This is an optimization exercise on Yosys and OpenROAD, whose aim is small area, not a production implementation. RTL that was checked went through simulation tests only; none was proved equivalent to the original. The flow treats the clock pin as an ideal source. Dropping or thinning the clock tree relies on that and would not hold on a real chip. Power is estimated from default activity; no workload was simulated.

// stopwatch
module stopwatch(
    input            CLOCK_50,
    input      [3:0] KEY,
    input      [9:0] SW,
    output     [6:0] HEX0, HEX1, HEX2, HEX3
);
clock: 5.0 ns
lec_check: 0
abc_area: 1
cap_margin: 20
core_margin: 2
core_utilization: 40
gpl_timing_driven: 0
slew_margin: 20
standard.sh (not shown) runs the stock make flow with config.mk's settings and CLKGATE_MAP_FILE= SYNTH_SCRIPT=/design/flow/synth_recipe.tcl, a recipe that flattens the netlist after the stock synthesis.
==> flow/flow/run.sh <==
#!/bin/bash
# Own layout flow: the standard ORFS flow with these changes.
#  2. Port buffers are sky130_fd_sc_hd__buf_1 (every port still gets a buffer).
#  3. Clock tree: flow/cts_pre.tcl replaces TritonCTS with two clkbuf_8
#     buffers, each driving the clock pins of one half of the flip-flops.
set -euo pipefail
W=$(pwd)
export BUFFER_PORTS_ARGS="-buffer_cell sky130_fd_sc_hd__buf_1"
export PRE_CTS_TCL="$W/flow/cts_pre.tcl"
export OWN_CLKBUF=sky130_fd_sc_hd__clkbuf_8
export OWN_CLKBUF_LEVELS=1
make -C "$FLOW_HOME" DESIGN_CONFIG="$W/config.mk" WORK_HOME="$W/orfs" CLKGATE_MAP_FILE= \
  SYNTH_SCRIPT="$W/flow/synth.tcl" ADDER_MAP_FILE= finish > "$W/orfs_make.log" 2>&1
R="$W/orfs/results/$FLOW_PLATFORM/stopwatch/base"
: # left out here: write the final layout as DEF
==> flow/flow/cts_pre.tcl <==
set own_clkbuf_cell sky130_fd_sc_hd__clkbuf_4
set own_clkbuf_levels 2
if {[info exists ::env(OWN_CLKBUF)]} { set own_clkbuf_cell $::env(OWN_CLKBUF) }
if {[info exists ::env(OWN_CLKBUF_LEVELS)]} { set own_clkbuf_levels $::env(OWN_CLKBUF_LEVELS) }

proc own_bisect {items level} {
  if {$level == 0 || [llength $items] < 2} { return [list $items] }
  set axis [expr {$level % 2}]
  set s [lsort -integer -index $axis $items]
  set h [expr {[llength $s] / 2}]
  return [concat [own_bisect [lrange $s 0 [expr {$h - 1}]] [expr {$level - 1}]] \
                 [own_bisect [lrange $s $h end] [expr {$level - 1}]]]
}

proc clock_tree_synthesis {args} {
  set db [ord::get_db]
  set block [ord::get_db_block]
  set master [$db findMaster $::own_clkbuf_cell]
  set clk_net [[[$block findBTerm CLOCK_50] getNet] getName]
  set clk_net [$block findNet $clk_net]
  set keyed {}
  foreach it [$clk_net getITerms] {
    if {[$it isInputSignal]} {
      set box [[$it getInst] getBBox]
      lappend keyed [list [expr {([$box xMin] + [$box xMax]) / 2}] \
                          [expr {([$box yMin] + [$box yMax]) / 2}] $it]
    }
  }
  set g 0
  foreach grp [own_bisect $keyed $::own_clkbuf_levels] {
    set sx 0; set sy 0
    foreach k $grp { incr sx [lindex $k 0]; incr sy [lindex $k 1] }
    set cx [expr {$sx / [llength $grp]}]
    set cy [expr {$sy / [llength $grp]}]
    set net [odb::dbNet_create $block "clknet_own_$g"]
    $net setSigType CLOCK
    set inst [odb::dbInst_create $block $master "clkbuf_own_$g"]
    $inst setLocation $cx $cy
    $inst setPlacementStatus PLACED
    [$inst findITerm A] connect $clk_net
    [$inst findITerm X] connect $net
    foreach k $grp {
      set it [lindex $k 2]
      $it disconnect
      $it connect $net
    }
    incr g
  }
  puts "own clock tree: $g x $::own_clkbuf_cell for [llength $keyed] flip-flops"
  set_propagated_clock [all_clocks]
}
Other scripts of this flow, unchanged in this note and not shown: flow/flow/abc.script, flow/flow/synth.tcl
The first run did not get past clock tree synthesis (4_1_cts).
Next try:
==> flow/flow/run.sh (replaced) <==
#!/bin/bash
# Own layout flow: the standard ORFS flow with these changes.
#  2. Port buffers are sky130_fd_sc_hd__buf_1 (every port still gets a buffer).
#  3. Clock tree: clkbuf_4 buffers, no dummy loads (CTS_ARGS).
set -euo pipefail
W=$(pwd)
export BUFFER_PORTS_ARGS="-buffer_cell sky130_fd_sc_hd__buf_1"
export CTS_ARGS="-sink_clustering_enable -repair_clock_nets -buf_list sky130_fd_sc_hd__clkbuf_4 -dont_use_dummy_load"
make -C "$FLOW_HOME" DESIGN_CONFIG="$W/config.mk" WORK_HOME="$W/orfs" CLKGATE_MAP_FILE= \
  SYNTH_SCRIPT="$W/flow/synth.tcl" ADDER_MAP_FILE= finish > "$W/orfs_make.log" 2>&1
R="$W/orfs/results/$FLOW_PLATFORM/stopwatch/base"
: # left out here: write the final layout as DEF
removed: flow/flow/cts_pre.tcl
Effect:
- With this change the flow finished clean
- synthesized area stays the same
- synthesized cell count is unchanged
Next try:
==> flow/flow/run.sh (replaced) <==
#!/bin/bash
# Own layout flow: the standard ORFS flow with these changes.
#  2. Port buffers are sky130_fd_sc_hd__buf_1 (every port still gets a buffer).
#  3. Clock tree: flow/cts_pre.tcl replaces TritonCTS with two clkbuf_8
#     buffers, each driving the clock pins of one half of the flip-flops.
set -euo pipefail
W=$(pwd)
export BUFFER_PORTS_ARGS="-buffer_cell sky130_fd_sc_hd__buf_1"
export PRE_CTS_TCL="$W/flow/cts_pre.tcl"
export OWN_CLKBUF=sky130_fd_sc_hd__clkbuf_8
export OWN_CLKBUF_LEVELS=1
make -C "$FLOW_HOME" DESIGN_CONFIG="$W/config.mk" WORK_HOME="$W/orfs" CLKGATE_MAP_FILE= \
  SYNTH_SCRIPT="$W/flow/synth.tcl" ADDER_MAP_FILE= finish > "$W/orfs_make.log" 2>&1
R="$W/orfs/results/$FLOW_PLATFORM/stopwatch/base"
: # left out here: write the final layout as DEF
==> flow/flow/cts_pre.tcl (new file) <==
set ::own_clkbuf_cell sky130_fd_sc_hd__clkbuf_4
set ::own_clkbuf_levels 2
if {[info exists ::env(OWN_CLKBUF)]} { set ::own_clkbuf_cell $::env(OWN_CLKBUF) }
if {[info exists ::env(OWN_CLKBUF_LEVELS)]} { set ::own_clkbuf_levels $::env(OWN_CLKBUF_LEVELS) }

proc own_bisect {items level} {
  if {$level == 0 || [llength $items] < 2} { return [list $items] }
  set axis [expr {$level % 2}]
  set s [lsort -integer -index $axis $items]
  set h [expr {[llength $s] / 2}]
  return [concat [own_bisect [lrange $s 0 [expr {$h - 1}]] [expr {$level - 1}]] \
                 [own_bisect [lrange $s $h end] [expr {$level - 1}]]]
}

proc clock_tree_synthesis {args} {
  set db [ord::get_db]
  set block [ord::get_db_block]
  set master [$db findMaster $::own_clkbuf_cell]
  set clk_net [[[$block findBTerm CLOCK_50] getNet] getName]
  set clk_net [$block findNet $clk_net]
  set keyed {}
  foreach it [$clk_net getITerms] {
    if {[$it isInputSignal]} {
      set box [[$it getInst] getBBox]
      lappend keyed [list [expr {([$box xMin] + [$box xMax]) / 2}] \
                          [expr {([$box yMin] + [$box yMax]) / 2}] $it]
    }
  }
  set g 0
  foreach grp [own_bisect $keyed $::own_clkbuf_levels] {
    set sx 0; set sy 0
    foreach k $grp { incr sx [lindex $k 0]; incr sy [lindex $k 1] }
    set cx [expr {$sx / [llength $grp]}]
    set cy [expr {$sy / [llength $grp]}]
    set net [odb::dbNet_create $block "clknet_own_$g"]
    $net setSigType CLOCK
    set inst [odb::dbInst_create $block $master "clkbuf_own_$g"]
    $inst setLocation $cx $cy
    $inst setPlacementStatus PLACED
    [$inst findITerm A] connect $clk_net
    [$inst findITerm X] connect $net
    foreach k $grp {
      set it [lindex $k 2]
      $it disconnect
      $it connect $net
    }
    incr g
  }
  puts "own clock tree: $g x $::own_clkbuf_cell for [llength $keyed] flip-flops"
  set_propagated_clock [all_clocks]
}
Settings changed: CAP_MARGIN 20 to 0, CORE_UTILIZATION 40 to 60, SLEW_MARGIN 20 to 0.
=> The changed run passed the timing, design-rule and antenna checks; sequential cell count stays the same; die area drops by a quarter to a third; cell area is lower by a few percent; wire length stays flat; cell count shrinks by a little under a tenth.
The clock cells of the third run of this note come from the design's own scripts or RTL, not from TritonCTS.


## quartz
The RTL this note starts from:
==> flow/design.v <==
module stopwatch(
    input            CLOCK_50,
    input      [3:0] KEY,
    input      [9:0] SW,
    output     [6:0] HEX0, HEX1, HEX2, HEX3
);
    function [4:0] digit_next;
        input [3:0] q;
        input en, rst;
        digit_next = {
            (q[0] & q[2] & en),
            (~q[1] & ~q[3] & en & ~rst) | (q[3] & ~en & ~rst),
            (q[2] & ~en & ~rst) | (q[3] & en & ~rst),
            ~((~q[1] & ~en) | (~q[0] & ~q[2] & ~q[3] & en) | (rst) | (~q[1] & q[3]) | (q[0] & q[2] & en)),
            (q[0] & ~en & ~rst) | (~q[0] & en & ~rst)};
    endfunction
    function [6:0] seg;
        input [3:0] q;
        seg = {
            (~q[1] & ~q[2]),
            ~((~q[0] & ~q[2]) | (q[1] & ~q[3])),
            (q[0]) | (q[1] & q[2]),
            (q[0] & ~q[1]) | (~q[0] & q[1] & q[2]),
            (~q[1] & q[2]),
            (q[1] & ~q[2] & ~q[3]),
            (~q[1] & q[3]) | (~q[0] & q[1] & q[2])};
    endfunction
    reg [2:0] ss_sync;
    reg [2:0] rst_sync;
    always @(posedge CLOCK_50) begin
        ss_sync  <= {ss_sync[1:0],  KEY[0]};
        rst_sync <= {rst_sync[1:0], KEY[1]};
    end
    wire ss  = ss_sync[1]  & ~ss_sync[2];
    wire rst = rst_sync[1] & ~rst_sync[2];
    reg running;
    always @(posedge CLOCK_50)
        running <= ~rst & (running ^ ss);
    reg [3:0] pre;
    wire [3:0] q = pre;
    wire run = running;
    wire tick = (q[0] & ~q[1] & q[3]);
    always @(posedge CLOCK_50)
        pre <= {~((~q[3] & ~run) | (q[3] & run) | (rst) | (q[0] & ~q[1] & q[3])), (q[2] & ~run & ~rst) | (~q[0] & run & ~rst), (q[1] & ~run & ~rst) | (q[2] & run & ~rst), (q[0] & ~q[3] & ~run & ~rst) | (q[1] & ~rst) | (q[2] & run & ~rst)};
    reg [3:0] d0, d1, d2, d3, d4, d5;
    wire [4:0] n0 = digit_next(d0, tick, rst);
    wire [4:0] n1 = digit_next(d1, n0[4], rst);
    wire [4:0] n2 = digit_next(d2, n1[4], rst);
    wire [4:0] n3 = digit_next(d3, n2[4], rst);
    wire [4:0] n4 = digit_next(d4, n3[4], rst);
    wire [4:0] n5 = digit_next(d5, n4[4], rst);
    always @(posedge CLOCK_50) begin
        d0 <= n0[3:0];
        d1 <= n1[3:0];
        d2 <= n2[3:0];
        d3 <= n3[3:0];
        d4 <= n4[3:0];
        d5 <= n5[3:0];
    end
    assign HEX3 = seg(SW[0] ? d5 : d3);
    assign HEX2 = seg(SW[0] ? d4 : d2);
    assign HEX1 = seg(SW[0] ? d3 : d1);
    assign HEX0 = seg(SW[0] ? d2 : d0);
endmodule
==> flow/config.mk <==
export PLATFORM = sky130hd
export DESIGN_NAME = stopwatch
export DESIGN_NICKNAME = stopwatch
export VERILOG_FILES = /design/flow/design.v
export SDC_FILE = /design/flow/constraint.sdc
export NUM_CORES = 4
export LEC_CHECK = 0
export ABC_AREA = 1
export CAP_MARGIN = 0
export CORE_MARGIN = 2
export CORE_UTILIZATION = 70
export GPL_TIMING_DRIVEN = 0
export PLACE_DENSITY = 0.8
export SETUP_SLACK_MARGIN = -1.0
export SLEW_MARGIN = 0
==> flow/constraint.sdc <==
create_clock -name core_clock -period 5.0 [get_ports {CLOCK_50}]
set_input_delay 1.0000 -clock core_clock [delete_from_list [all_inputs] [get_ports {CLOCK_50}]]
set_output_delay 1.0000 -clock core_clock [all_outputs]
set_load 0.01 [all_outputs]
==> flow/flow/run.sh <==
#!/bin/bash
# Own layout flow: the standard ORFS flow with these changes.
#  2. Port buffers are sky130_fd_sc_hd__buf_1 (every port still gets a buffer).
#  3. Clock tree: flow/cts_pre.tcl replaces TritonCTS with two clkbuf_8
#     buffers, each driving the clock pins of one half of the flip-flops.
#  5. flow/resize_pre.tcl keeps large buffers out of placement repair.
# Each tool's output goes to its own log file in the work folder.
set -euo pipefail
W=$(pwd)
export BUFFER_PORTS_ARGS="-buffer_cell sky130_fd_sc_hd__buf_1"
export PRE_CTS_TCL="$W/flow/cts_pre.tcl"
export PRE_RESIZE_TCL="$W/flow/resize_pre.tcl"
export OWN_CLKBUF=sky130_fd_sc_hd__clkbuf_8
export OWN_CLKBUF_LEVELS=1
make -C "$FLOW_HOME" DESIGN_CONFIG="$W/config.mk" WORK_HOME="$W/orfs" CLKGATE_MAP_FILE= \
  SYNTH_SCRIPT="$W/flow/synth.tcl" ADDER_MAP_FILE= finish > "$W/orfs_make.log" 2>&1
R="$W/orfs/results/$FLOW_PLATFORM/stopwatch/base"
: # left out here: write the final layout as DEF
==> flow/flow/resize_pre.tcl <==
# PRE_RESIZE_TCL hook: keep large buffers out of repair_design, so that a
# high-fanout net is fixed with a small buffer or a resized driver.
set_dont_use {sky130_fd_sc_hd__buf_4 sky130_fd_sc_hd__buf_6 sky130_fd_sc_hd__buf_8 sky130_fd_sc_hd__buf_12 sky130_fd_sc_hd__buf_16 sky130_fd_sc_hd__bufbuf_8 sky130_fd_sc_hd__bufbuf_16}
Other scripts of this flow, unchanged in this note and not shown: flow/flow/abc01.script, flow/flow/abc02.script, flow/flow/abc03.script, flow/flow/abc04.script, flow/flow/abc05.script, flow/flow/abc06.script, flow/flow/abc07.script, flow/flow/abc08.script, flow/flow/abc09.script, flow/flow/abc10.script, flow/flow/cts_pre.tcl, flow/flow/synth.tcl
quartz reached the end of the flow, and the finished layout is clean on the timing, design-rule and antenna checks.
### quartz -> yarrow
- CORE_UTILIZATION: 70 -> 40
- PLACE_DENSITY: 0.8 -> unset
-- flow/flow/run.sh --
<<< quartz, line 6
#  5. flow/resize_pre.tcl keeps large buffers out of placement repair.
# Each tool's output goes to its own log file in the work folder.
>>> yarrow, line 6
<<< quartz, line 12
export PRE_RESIZE_TCL="$W/flow/resize_pre.tcl"
>>> yarrow, line 10
removed: flow/flow/resize_pre.tcl
Findings:
Row actual slew at the worst max-slew pin: yarrow higher / quartz lower. The minimum clock period after layout in yarrow sits 0.10 ns above the value recorded for quartz. When the final numbers for quartz and yarrow were put side by side, the post-synthesis to final-layout area growth turned out to be greater in yarrow. The lower global-route usage came out of yarrow. [compare] base=quartz new=yarrow: utilization of the core after routing decreased by 35 points relative to the old numbers; power closely matched the old numbers. [yarrow vs quartz] fmax: lower in yarrow. Lower delay of the slowest cell on the worst path among quartz and yarrow: quartz. Between yarrow and quartz, the internal power consumption figures differ only marginally. Die width (yarrow over quartz): increase, 30%. yarrow has less setup slack than quartz.
Input-level comparison between ember and yarrow:
-- flow/flow/run.sh --
<<< yarrow, line 6
>>> ember, line 6
#  5. flow/resize_pre.tcl keeps large buffers out of placement repair.
# Each tool's output goes to its own log file in the work folder.
<<< yarrow, line 10
>>> ember, line 12
export PRE_RESIZE_TCL="$W/flow/resize_pre.tcl"
==> flow/flow/resize_pre.tcl (new file) <==
# PRE_RESIZE_TCL hook: keep large buffers out of repair_design, so that a
# high-fanout net is fixed with a small buffer or a resized driver.
set_dont_use {sky130_fd_sc_hd__buf_6 sky130_fd_sc_hd__buf_8 sky130_fd_sc_hd__buf_12 sky130_fd_sc_hd__buf_16 sky130_fd_sc_hd__bufbuf_8 sky130_fd_sc_hd__bufbuf_16}
[summary]
Compared with yarrow, ember shows a higher met2 capacity usage during global routing.
Higher total power among ember and yarrow: yarrow
Fmax: ember above yarrow
Of ember and yarrow, it is ember that has the lower switching power.
Going from yarrow to ember, final non-filler cell area shrinks by 0.45%.
| worst hold slack | ember vs yarrow | ≈ equal |
In the reports for ember and yarrow, the smaller global-route wire length before repair belongs to yarrow.
Higher per-cell routed wire length among ember and yarrow: ember
Sequential share of layout area on ember is up relative to yarrow.
ember completed; timing, DRC and antenna clean
Compared with yarrow, ember shows a aggregate routed wire length that is about 0.5% higher.
Net switching share of the total power: yarrow vs ember, no meaningful difference
For juniper, these inputs were changed with respect to ember:
-- flow/flow/run.sh --
<<< ember, line 6
#  5. flow/resize_pre.tcl keeps large buffers out of placement repair.
# Each tool's output goes to its own log file in the work folder.
>>> juniper, line 6
<<< ember, line 11
>>> juniper, line 9
# Large buffers are kept out so that repair picks small ones.
export DONT_USE_CELLS="sky130_fd_sc_hd__buf_6 sky130_fd_sc_hd__buf_8 sky130_fd_sc_hd__buf_12 sky130_fd_sc_hd__buf_16 sky130_fd_sc_hd__bufbuf_8 sky130_fd_sc_hd__bufbuf_16"
<<< ember, line 12
export PRE_RESIZE_TCL="$W/flow/resize_pre.tcl"
>>> juniper, line 12
removed: flow/flow/resize_pre.tcl
Findings:
Critical path depth: ember vs juniper identical. Per the comparison of juniper with ember, initial antenna violation count held, smallest setup slack after layout went down 0.033 ns, final worst-path cycle share went up 0.65 points, final standard cell area without fillers went up 7.5 um^2, leakage power figure went up 0.37%. In juniper, the global-route usage came out 0.80 points below the value in ember.
Setup changes, juniper to tundra
-- flow/flow/run.sh --
<<< juniper, line 6
>>> tundra, line 6
#  5. flow/resize_pre.tcl keeps large buffers out of placement repair.
# Each tool's output goes to its own log file in the work folder.
<<< juniper, line 9
# Large buffers are kept out so that repair picks small ones.
export DONT_USE_CELLS="sky130_fd_sc_hd__buf_6 sky130_fd_sc_hd__buf_8 sky130_fd_sc_hd__buf_12 sky130_fd_sc_hd__buf_16 sky130_fd_sc_hd__bufbuf_8 sky130_fd_sc_hd__bufbuf_16"
>>> tundra, line 11
<<< juniper, line 12
>>> tundra, line 12
export PRE_RESIZE_TCL="$W/flow/resize_pre.tcl"
==> flow/flow/resize_pre.tcl (new file) <==
# PRE_RESIZE_TCL hook: keep large buffers out of repair_design, so that a
# high-fanout net is fixed with a small buffer or a resized driver.
set_dont_use {sky130_fd_sc_hd__buf_4 sky130_fd_sc_hd__buf_6 sky130_fd_sc_hd__buf_8 sky130_fd_sc_hd__buf_12 sky130_fd_sc_hd__buf_16 sky130_fd_sc_hd__bufbuf_8 sky130_fd_sc_hd__bufbuf_16}
==> summary.txt <==
Diff juniper -> tundra: number of global-route vias before repair shows an increase of 64; total negative setup slack held steady; arrival time of data at the critical path endpoint now sits at about the same level; clock period minus final worst setup slack went down; met3 usage down 0.18 points.
tundra — largest stage delay on the critical path 0.03 ns lower, juniper as reference
Re per-cell via count in the routed design: juniper and tundra aren't equal, and the lower value belongs to juniper.
From juniper to tundra the numbers moved as follows: setup slack picked up an extra 0.013 ns, transition time at the pin with the least slew margin held.
Going from juniper to tundra, share of the final layout cell area in sequential cells +0.25 points; overall power after layout has decreased.
No functional check of the RTL was part of any run of this note. In every run of this note, the design's own scripts or RTL, not TritonCTS, make the clock network.

## separate check: timing with driven ports
Ports are ideal in the flow. The routed layouts listed here were re-timed in OpenROAD. Step 1: set_driving_cell puts a clkbuf_16 on CLOCK_50 and a buf_2 on each other input, an assumption about the parent block. Step 2, shift: input delay + t, output delay - t, t = (earliest + latest rising clock arrival at the registers) / 2. This alone moves slack from input paths to output paths. a / b / c = no drivers / after step 1 / after step 2; a / b = the first two.
run | shift t [ns] | setup slack, ns | worst data-port slew with drivers (ns)
the second run of note 1 | 0.348 | 0.738 / 0.709 / 0.709 | 0.03
the third run of note 1 | 0.185 | 0.680 / 0.655 / 0.655 | 0.03
quartz | 0.188 | 0.911 / 0.886 / 0.886 | 0.03
yarrow | 0.196 | 0.809 / 0.780 / 0.780 | 0.03
ember | 0.193 | 0.842 / 0.816 / 0.816 | 0.03
juniper | 0.196 | 0.809 / 0.780 / 0.780 | 0.03
tundra | 0.192 | 0.822 / 0.793 / 0.793 | 0.03
After both steps setup and hold are still met in every run listed.
